This is an optimization exercise on Yosys and OpenROAD, whose aim is small area and a short achievable clock period, not a production implementation. RTL that was checked went through simulation tests only; none was proved equivalent to the original. The flow treats the clock pin as an ideal source, which a real chip does not have. Power and IR drop assume default switching activity.

== job 4614 ==
==> flow/design.v (excerpt) <==
module bnn_layer #(
    parameter N = 32,
    parameter NEURONS = 16
)(
    input wire clk,
    input wire rst,
    input wire valid_in,
    input wire [N-1:0] input_vector,
    input wire [NEURONS*N-1:0] weights_flat,
    input wire [8*NEURONS-1:0] thresholds_flat,
    output wire [NEURONS-1:0] output_vector,
    output wire valid_out,
    output wire [8*NEURONS-1:0] debug_popcounts
);
    genvar i;
    generate
        for (i = 0; i < NEURONS; i = i + 1) begin : neuron_array
            wire [5:0] pc;
            neuron_unit neuron_inst (
                .clk(clk),
                .inputs(input_vector),
                .weights(weights_flat[32*i +: 32]),
                .threshold(thresholds_flat[8*i +: 8]),
                .out(output_vector[i]),
                .popcount(pc)
            );
            assign debug_popcounts[8*i +: 8] = {2'b00, pc};
        end
    endgenerate
    reg [1:0] vld;
  ...
export LEC_CHECK = 0
export CAP_MARGIN = 20
export CORE_AREA = 2 2 253 253
export CTS_CLUSTER_DIAMETER = 80
export CTS_CLUSTER_SIZE = 24
export DIE_AREA = 0 0 255 255
export SLEW_MARGIN = 20
export SYNTH_HIERARCHICAL = 1
export SYNTH_MINIMUM_KEEP_SIZE = 0
create_clock -name core_clock -period 9.0 [get_ports {clk}]
standard.sh (not shown) runs the stock make flow with config.mk's settings and CLKGATE_MAP_FILE= SYNTH_SCRIPT=/design/flow/synth_recipe.tcl, a recipe that flattens the netlist after the stock synthesis.
==> flow/flow/run.sh <==
#!/bin/bash
# Own layout flow: the standard flow (standard synthesis unchanged), with
#  - port buffers made from the smallest buffer cell instead of the resizer's default,
#  - input_vector port buffers (16 loads each) enlarged after repair_design,
#  - timing repair aimed below the clock period (SETUP_SLACK_MARGIN).
# Each tool's output goes to the ORFS logs under orfs/logs; make's output to flow_standard.log.
set -euo pipefail
export BUFFER_PORTS_ARGS="-buffer_cell sky130_fd_sc_hd__buf_1"
export SETUP_SLACK_MARGIN=5.9
export FLOW_INBUF_CELL=sky130_fd_sc_hd__buf_8
export POST_RESIZE_TCL="$PWD/flow/post_resize.tcl"
bash standard.sh finish > flow_standard.log 2>&1 || { tail -50 flow_standard.log; exit 1; }
tail -5 flow_standard.log
==> flow/flow/post_resize.tcl <==
# Drive each input_vector bit (16 loads spread over the layout) with a larger
# port buffer than repair_design picks; the port itself is an ideal driver.
set n 0
set block [ord::get_db_block]
foreach port [get_ports input_vector*] {
  set net [[$block findBTerm [get_full_name $port]] getNet]
  foreach it [$net getITerms] {
    if { ![$it isInputSignal] } { continue }
    set inst [$it getInst]
    if { [string match "sky130_fd_sc_hd__*buf*" [[$inst getMaster] getName]] } {
      replace_cell [get_cells [$inst getName]] $::env(FLOW_INBUF_CELL)
      incr n
    }
  }
}
puts "post_resize: resized $n input_vector port buffers to $::env(FLOW_INBUF_CELL)"
Job 4614: PASS, flow complete, no timing, DRC or antenna violations
Edits applied to the flow inputs when going from job 4614 to job 9722:
# job 4614
export LEC_CHECK = 0
export CAP_MARGIN = 20
export CORE_AREA = 2 2 253 253
export CTS_CLUSTER_DIAMETER = 80
export CTS_CLUSTER_SIZE = 24
export DIE_AREA = 0 0 255 255
export SLEW_MARGIN = 20
export SYNTH_HIERARCHICAL = 1
export SYNTH_MINIMUM_KEEP_SIZE = 0
create_clock -name core_clock -period 9.0 [get_ports {clk}]
# job 9722
export LEC_CHECK = 0
export CAP_MARGIN = 20
export CORE_AREA = 2 2 243 243
export CTS_CLUSTER_DIAMETER = 150
export CTS_CLUSTER_SIZE = 28
export DIE_AREA = 0 0 245 245
export SLEW_MARGIN = 20
export SYNTH_HIERARCHICAL = 1
export SYNTH_MINIMUM_KEEP_SIZE = 0
create_clock -name core_clock -period 9.0 [get_ports {clk}]
==> flow/flow/post_resize.tcl <==
# Drive each input_vector bit (16 loads spread over the layout) with larger
# buffers than repair_design picks: every buffer between the port and the
# loads is resized. The port itself is an ideal driver.
set n 0
set block [ord::get_db_block]
foreach port [get_ports input_vector*] {
  set nets [list [[$block findBTerm [get_full_name $port]] getNet]]
  while { [llength $nets] } {
    set net [lindex $nets 0]
    set nets [lrange $nets 1 end]
    foreach it [$net getITerms] {
      if { ![$it isInputSignal] } { continue }
      set inst [$it getInst]
      if { [string match "sky130_fd_sc_hd__*buf_*" [[$inst getMaster] getName]] } {
        replace_cell [get_cells [$inst getName]] $::env(FLOW_INBUF_CELL)
        incr n
        foreach ot [$inst getITerms] {
          if { [$ot isOutputSignal] && [$ot getNet] ne "NULL" } { lappend nets [$ot getNet] }
        }
      }
    }
  }
}
puts "post_resize: resized $n input_vector buffers to $::env(FLOW_INBUF_CELL)"
[summary]
- No stage failed in job 9722, and the final checks on the layout all came back clean.
- Summary of job 9722 over job 4614: clock period minus worst slack went down 32 ps; final design utilization went up by 3.2 points.
- Taking job 4614 as the reference, in job 9722 combinational power share grew by 1.8 points, actual slew at the worst max-slew pin shrank by 40 ps, first-pass GRT wire length shrank by 2.2%, count of plain and timing-repair buffers shrank by 5.
- [compare] base=job 4614 new=job 9722: cell area after placement decreased by 0.46% relative to the old numbers, number of cell rows went down about 4.3%, number of iterations in the first detailed-routing pass fell by 2.
- Taking job 4614 as the reference, in job 9722 die span in x down 3.9%; longest individual stage delay on the worst path has decreased.
### job 9722 -> job 4106
# job 9722
export LEC_CHECK = 0
export CAP_MARGIN = 20
export CORE_AREA = 2 2 243 243
export CTS_CLUSTER_DIAMETER = 150
export CTS_CLUSTER_SIZE = 28
export DIE_AREA = 0 0 245 245
export SLEW_MARGIN = 20
export SYNTH_HIERARCHICAL = 1
export SYNTH_MINIMUM_KEEP_SIZE = 0
create_clock -name core_clock -period 9.0 [get_ports {clk}]
# job 4106
export LEC_CHECK = 0
export CAP_MARGIN = 20
export CORE_AREA = 2 2 243 243
export CTS_CLUSTER_DIAMETER = 250
export CTS_CLUSTER_SIZE = 20
export DIE_AREA = 0 0 245 245
export SLEW_MARGIN = 20
export SYNTH_HIERARCHICAL = 1
export SYNTH_MINIMUM_KEEP_SIZE = 0
create_clock -name core_clock -period 9.0 [get_ports {clk}]
Results
Area after synthesis: job 9722 vs job 4106 identical. Comparing job 4106 and job 9722, the higher maximum frequency is on job 4106. Detailed-route wire length on metal 1 (job 4106 over job 9722): increase, about 0.3%. [diff] final area, job 4106 relative to job 9722: regression. Proportion of cell area occupied by multi-input gates for job 4106 is lower than for job 9722. Between job 4106 and job 9722, the difference in first-pass GRT wire length is negligible. Sort job 4106 and job 9722 by register clock-pin slew on the reported worst setup and hold paths desc -> top: job 9722. Job 9722 reports its termination of the worst setup path as debug_popcounts[9] while job 4106 reports debug_popcounts[11]. The met2 capacity usage during global routing of job 9722 and that of job 4106 are within noise of each other. The wire length on job 4106 is in line with that on job 9722. Pin count of the biggest net entering global routing delta for job 4106 relative to job 9722: 8 lower. On number of global-route vias before repair, job 4106 tracks job 9722 almost exactly.
[inputs] job 5096 vs job 4106
# job 4106
export LEC_CHECK = 0
export CAP_MARGIN = 20
export CORE_AREA = 2 2 243 243
export CTS_CLUSTER_DIAMETER = 250
export CTS_CLUSTER_SIZE = 20
export DIE_AREA = 0 0 245 245
export SLEW_MARGIN = 20
export SYNTH_HIERARCHICAL = 1
export SYNTH_MINIMUM_KEEP_SIZE = 0
create_clock -name core_clock -period 9.0 [get_ports {clk}]
# job 5096
export LEC_CHECK = 0
export CAP_MARGIN = 20
export CORE_AREA = 2 2 253 253
export CTS_CLUSTER_DIAMETER = 80
export CTS_CLUSTER_SIZE = 24
export DIE_AREA = 0 0 255 255
export SLEW_MARGIN = 20
export SYNTH_HIERARCHICAL = 1
export SYNTH_MINIMUM_KEEP_SIZE = 0
create_clock -name core_clock -period 9.0 [get_ports {clk}]
==> flow/flow/post_resize.tcl <==
# Drive each input_vector bit (16 loads spread over the layout) with a larger
# port buffer than repair_design picks; the port itself is an ideal driver.
set n 0
foreach port [get_ports input_vector*] {
  set net [get_nets -of_objects $port]
  foreach pin [get_pins -of_objects $net -filter "direction==input"] {
    set inst [get_cells -of_objects $pin]
    set master [get_property $inst ref_name]
    if { [string match "sky130_fd_sc_hd__*buf*" $master] } {
      replace_cell $inst $::env(FLOW_INBUF_CELL)
      incr n
    }
  }
}
puts "post_resize: resized $n input_vector port buffers to $::env(FLOW_INBUF_CELL)"
==> comparison <==
placement repair (3_4_place_resized): job 5096 exited with error
Between job 4106 and job 5096, placer's final routability congestion estimate is higher for job 5096, job 4106 comes in under that.
Comparing job 4106 against job 5096, there is no change at all in synthesized cell count.
Job 5096 vs job 4106 — die outline width climbed by a few percent
Diff job 5096..job 4106 | adder and majority gate portion of the synthesized area | unchanged
--- input diff job 5096..job 4040 ---
--- a/flow/flow/run.sh
+++ b/flow/flow/run.sh
@@ -8,5 +8,5 @@
 export BUFFER_PORTS_ARGS="-buffer_cell sky130_fd_sc_hd__buf_1"
 export SETUP_SLACK_MARGIN=5.9
-export FLOW_INBUF_CELL=sky130_fd_sc_hd__buf_8
+export FLOW_INBUF_CELL=sky130_fd_sc_hd__buf_12
 export POST_RESIZE_TCL="$PWD/flow/post_resize.tcl"
 bash standard.sh finish > flow_standard.log 2>&1 || { tail -50 flow_standard.log; exit 1; }
==> flow/flow/post_resize.tcl <==
# Drive each input_vector bit (16 loads spread over the layout) with a larger
# port buffer than repair_design picks; the port itself is an ideal driver.
set n 0
set block [ord::get_db_block]
foreach port [get_ports input_vector*] {
  set net [[$block findBTerm [get_full_name $port]] getNet]
  foreach it [$net getITerms] {
    if { ![$it isInputSignal] } { continue }
    set inst [$it getInst]
    if { [string match "sky130_fd_sc_hd__*buf*" [[$inst getMaster] getName]] } {
      replace_cell [get_cells [$inst getName]] $::env(FLOW_INBUF_CELL)
      incr n
    }
  }
}
puts "post_resize: resized $n input_vector port buffers to $::env(FLOW_INBUF_CELL)"
Findings:
Job 4040 did not stop at any stage, and its layout met the timing, design-rule and antenna checks.
Comparing job 5096 with job 4040, the number of flops mapped to enable cells by yosys came out essentially unchanged.
Comparing job 5096 against job 4040, there is no change at all in fraction of registers with async set/reset.
Diff job 4040..job 5096 | top-level I/O count | unchanged
As far as site row count goes, job 5096 and job 4040 are indistinguishable; the numbers are identical.
Comparing job 5096 with job 4040, the post-synthesis sequential area ratio came out essentially unchanged.
Comparing job 4040 against job 5096, there is no change at all in number of different library cells in the post-synthesis netlist.
[compare] base=job 5096 new=job 4040: synthesized area per cell level, synthesized instance count was more or less identical, last weighted congestion value of the routability-driven placer did not really move, area after synthesis roughly the same, flip-flop and latch count after synthesis now sits at about the same level.
Changes in job 7230 relative to job 4040:
# job 4040
export LEC_CHECK = 0
export CAP_MARGIN = 20
export CORE_AREA = 2 2 253 253
export CTS_CLUSTER_DIAMETER = 80
export CTS_CLUSTER_SIZE = 24
export DIE_AREA = 0 0 255 255
export SLEW_MARGIN = 20
export SYNTH_HIERARCHICAL = 1
export SYNTH_MINIMUM_KEEP_SIZE = 0
create_clock -name core_clock -period 9.0 [get_ports {clk}]
# job 7230
export LEC_CHECK = 0
export CAP_MARGIN = 20
export CORE_AREA = 2 2 243 243
export CTS_CLUSTER_DIAMETER = 150
export CTS_CLUSTER_SIZE = 24
export DIE_AREA = 0 0 245 245
export SLEW_MARGIN = 20
export SYNTH_HIERARCHICAL = 1
export SYNTH_MINIMUM_KEEP_SIZE = 0
create_clock -name core_clock -period 9.0 [get_ports {clk}]
--- a/flow/flow/run.sh
+++ b/flow/flow/run.sh
@@ -7,6 +7,6 @@
 set -euo pipefail
 export BUFFER_PORTS_ARGS="-buffer_cell sky130_fd_sc_hd__buf_1"
-export SETUP_SLACK_MARGIN=5.9
-export FLOW_INBUF_CELL=sky130_fd_sc_hd__buf_12
+export SETUP_SLACK_MARGIN=6.0
+export FLOW_INBUF_CELL=sky130_fd_sc_hd__buf_8
 export POST_RESIZE_TCL="$PWD/flow/post_resize.tcl"
 bash standard.sh finish > flow_standard.log 2>&1 || { tail -50 flow_standard.log; exit 1; }
==> flow/flow/post_resize.tcl <==
# Drive each input_vector bit (16 loads spread over the layout) with larger
# buffers than repair_design picks: every buffer between the port and the
# loads is resized. The port itself is an ideal driver.
set n 0
set block [ord::get_db_block]
foreach port [get_ports input_vector*] {
  set nets [list [[$block findBTerm [get_full_name $port]] getNet]]
  while { [llength $nets] } {
    set net [lindex $nets 0]
    set nets [lrange $nets 1 end]
    foreach it [$net getITerms] {
      if { ![$it isInputSignal] } { continue }
      set inst [$it getInst]
      if { [string match "sky130_fd_sc_hd__*buf_*" [[$inst getMaster] getName]] } {
        replace_cell [get_cells [$inst getName]] $::env(FLOW_INBUF_CELL)
        incr n
        foreach ot [$inst getITerms] {
          if { [$ot isOutputSignal] && [$ot getNet] ne "NULL" } { lappend nets [$ot getNet] }
        }
      }
    }
  }
}
puts "post_resize: resized $n input_vector buffers to $::env(FLOW_INBUF_CELL)"
==> comparison <==
Across job 4040 and job 7230, none had a timing, DRC or antenna violation. Looking at end point of the critical path, the neuron_array[15].neuron_inst.r_n25 result is from job 7230; the neuron_array[1].neuron_inst.r_n27 one comes from job 4040. In the tables for job 4040 and job 7230, clock period minus final worst setup slack reads lower with job 7230. Higher global-route usage was reported by job 7230, not job 4040. Job 7230 against job 4040: routed wire length decreased 0.43%; non-clock buffer count has increased.

* * *

## P
Another version of the RTL of bnn_layer (not shown whole).
Size: ~470 flip-flops, about 820 I/O pins, about 26000 µm² of cells after synthesis.
## bnn_layer
module bnn_layer #(
    parameter N = 32,
    parameter NEURONS = 16
)(
    input wire clk,
    input wire rst,
    input wire valid_in,
    input wire [N-1:0] input_vector,
    input wire [NEURONS*N-1:0] weights_flat,
    input wire [8*NEURONS-1:0] thresholds_flat,
    output wire [NEURONS-1:0] output_vector,
    output wire valid_out,
    output wire [8*NEURONS-1:0] debug_popcounts
);
clock: 9.0 ns
lec_check: 0
cap_margin: 20
core_area: 2 2 253 253
die_area: 0 0 255 255
place_density: 0.8
slew_margin: 20
synth_hierarchical: 1
synth_minimum_keep_size: 0
==> flow/flow/run.sh <==
#!/bin/bash
# Own layout flow: the standard flow (standard synthesis unchanged), with the
# port buffers made from the smallest buffer cell instead of the resizer's default.
set -euo pipefail
export BUFFER_PORTS_ARGS="-buffer_cell sky130_fd_sc_hd__buf_1"
export SETUP_SLACK_MARGIN=5.8
bash standard.sh finish > flow_standard.log 2>&1 || { tail -50 flow_standard.log; exit 1; }
tail -5 flow_standard.log
> inputs changed (P -> Q)
- clearing PLACE_DENSITY, which used to be 0.8
==> flow/flow/run.sh <==
#!/bin/bash
# Own layout flow: the standard flow (standard synthesis unchanged), with the
# port buffers made from the smallest buffer cell instead of the resizer's default.
set -euo pipefail
export BUFFER_PORTS_ARGS="-buffer_cell sky130_fd_sc_hd__buf_1"
export SETUP_SLACK_MARGIN=6.0
bash standard.sh finish > flow_standard.log 2>&1 || { tail -50 flow_standard.log; exit 1; }
tail -5 flow_standard.log
### Flow results
The higher share of post-route cells with drive strength above 1 came out of Q.
Summary of Q over P: via count moved down, final period demand of the worst path moved down, part of the power in the clock network moved up, first-pass GRT wire length moved up.
Relative to P, count of clock-buffer cells in the layout increased by 5.4% in Q.
The following lists how R was set up differently from Q:
- setting CTS_CLUSTER_DIAMETER to 90 for the first time
- setting CTS_CLUSTER_SIZE to 28 for the first time
==> flow/flow/run.sh <==
#!/bin/bash
# Own layout flow: the standard flow (standard synthesis unchanged), with the
# port buffers made from the smallest buffer cell instead of the resizer's default.
set -euo pipefail
export BUFFER_PORTS_ARGS="-buffer_cell sky130_fd_sc_hd__buf_1"
export SETUP_SLACK_MARGIN=5.8
bash standard.sh finish > flow_standard.log 2>&1 || { tail -50 flow_standard.log; exit 1; }
tail -5 flow_standard.log
Notes after the runs:
- Number of multi-input combinational cells: R vs Q identical
- No stage failed in R, and the final checks on the layout all came back clean.
- Number of nets in the final layout, R and Q: lower on R
- Multi-input gate area in the final layout down 2700 µm² in R wrt Q
- Changes observed in R relative to Q: fmax saw a decrease, share of the clock period used by the worst path up 2.3 points, final worst hold slack rose by 0.0036 ns, signal arrival time at the worst endpoint up 0.21 ns.
- Between Q and R, the worst setup timing slack at the placement stage does not differ in any meaningful way.
- Compared with Q, R ends up with less cell area.
- Re switching power as a share of total power: R is 2.0 points up on Q.
No run of this note included a check of the RTL's function; only the layout flow was run.

[what the ideal ports hide]
Ports are ideal in the flow. The routed layouts listed here were re-timed in OpenROAD.
Step 1 assumes that a clkbuf_16 drives the clock port and a buf_2 every other input.
Step 2 adds t to the input delays and takes it off the output delays; t is the mean of the earliest and latest rising clock arrival at the registers after step 1. Input paths then give back, and output paths get back, about the clock's delay inside the block.
a / b / c = ideal / step 1 / step 2; a / b = the first two.
| run | t (ns) | slack for setup (ns) | worst hold slack (ns) |
|---|---|---|---|
| job 4614 | 0.669 | 5.907 / 5.906 / 5.237 | 0.374 / 0.374 / 0.374 |
| job 9722 | 0.617 | 5.939 / 5.875 / 5.504 | 0.363 / 0.363 / 0.363 |
| job 4106 | 0.642 | 5.958 / 5.895 / 5.486 | 0.358 / 0.358 / 0.358 |
| job 4040 | 0.665 | 5.925 / 5.910 / 5.250 | 0.373 / 0.373 / 0.373 |
| job 7230 | 0.635 | 5.999 / 5.967 / 5.376 | 0.375 / 0.375 / 0.375 |
| P | 0.647 | 5.780 / 5.809 / 5.174 | 0.369 / 0.369 / 0.369 |
| Q | 0.669 | 5.981 / 5.987 / 5.350 | 0.362 / 0.362 / 0.362 |
| R | 0.671 | 5.774 / 5.813 / 5.142 | 0.366 / 0.366 / 0.366 |
After both steps setup and hold are still met in every run listed. For job 4040, which loses most, drivers alone change the setup slack by -0.015 ns; drivers and shift together by -0.675 ns.
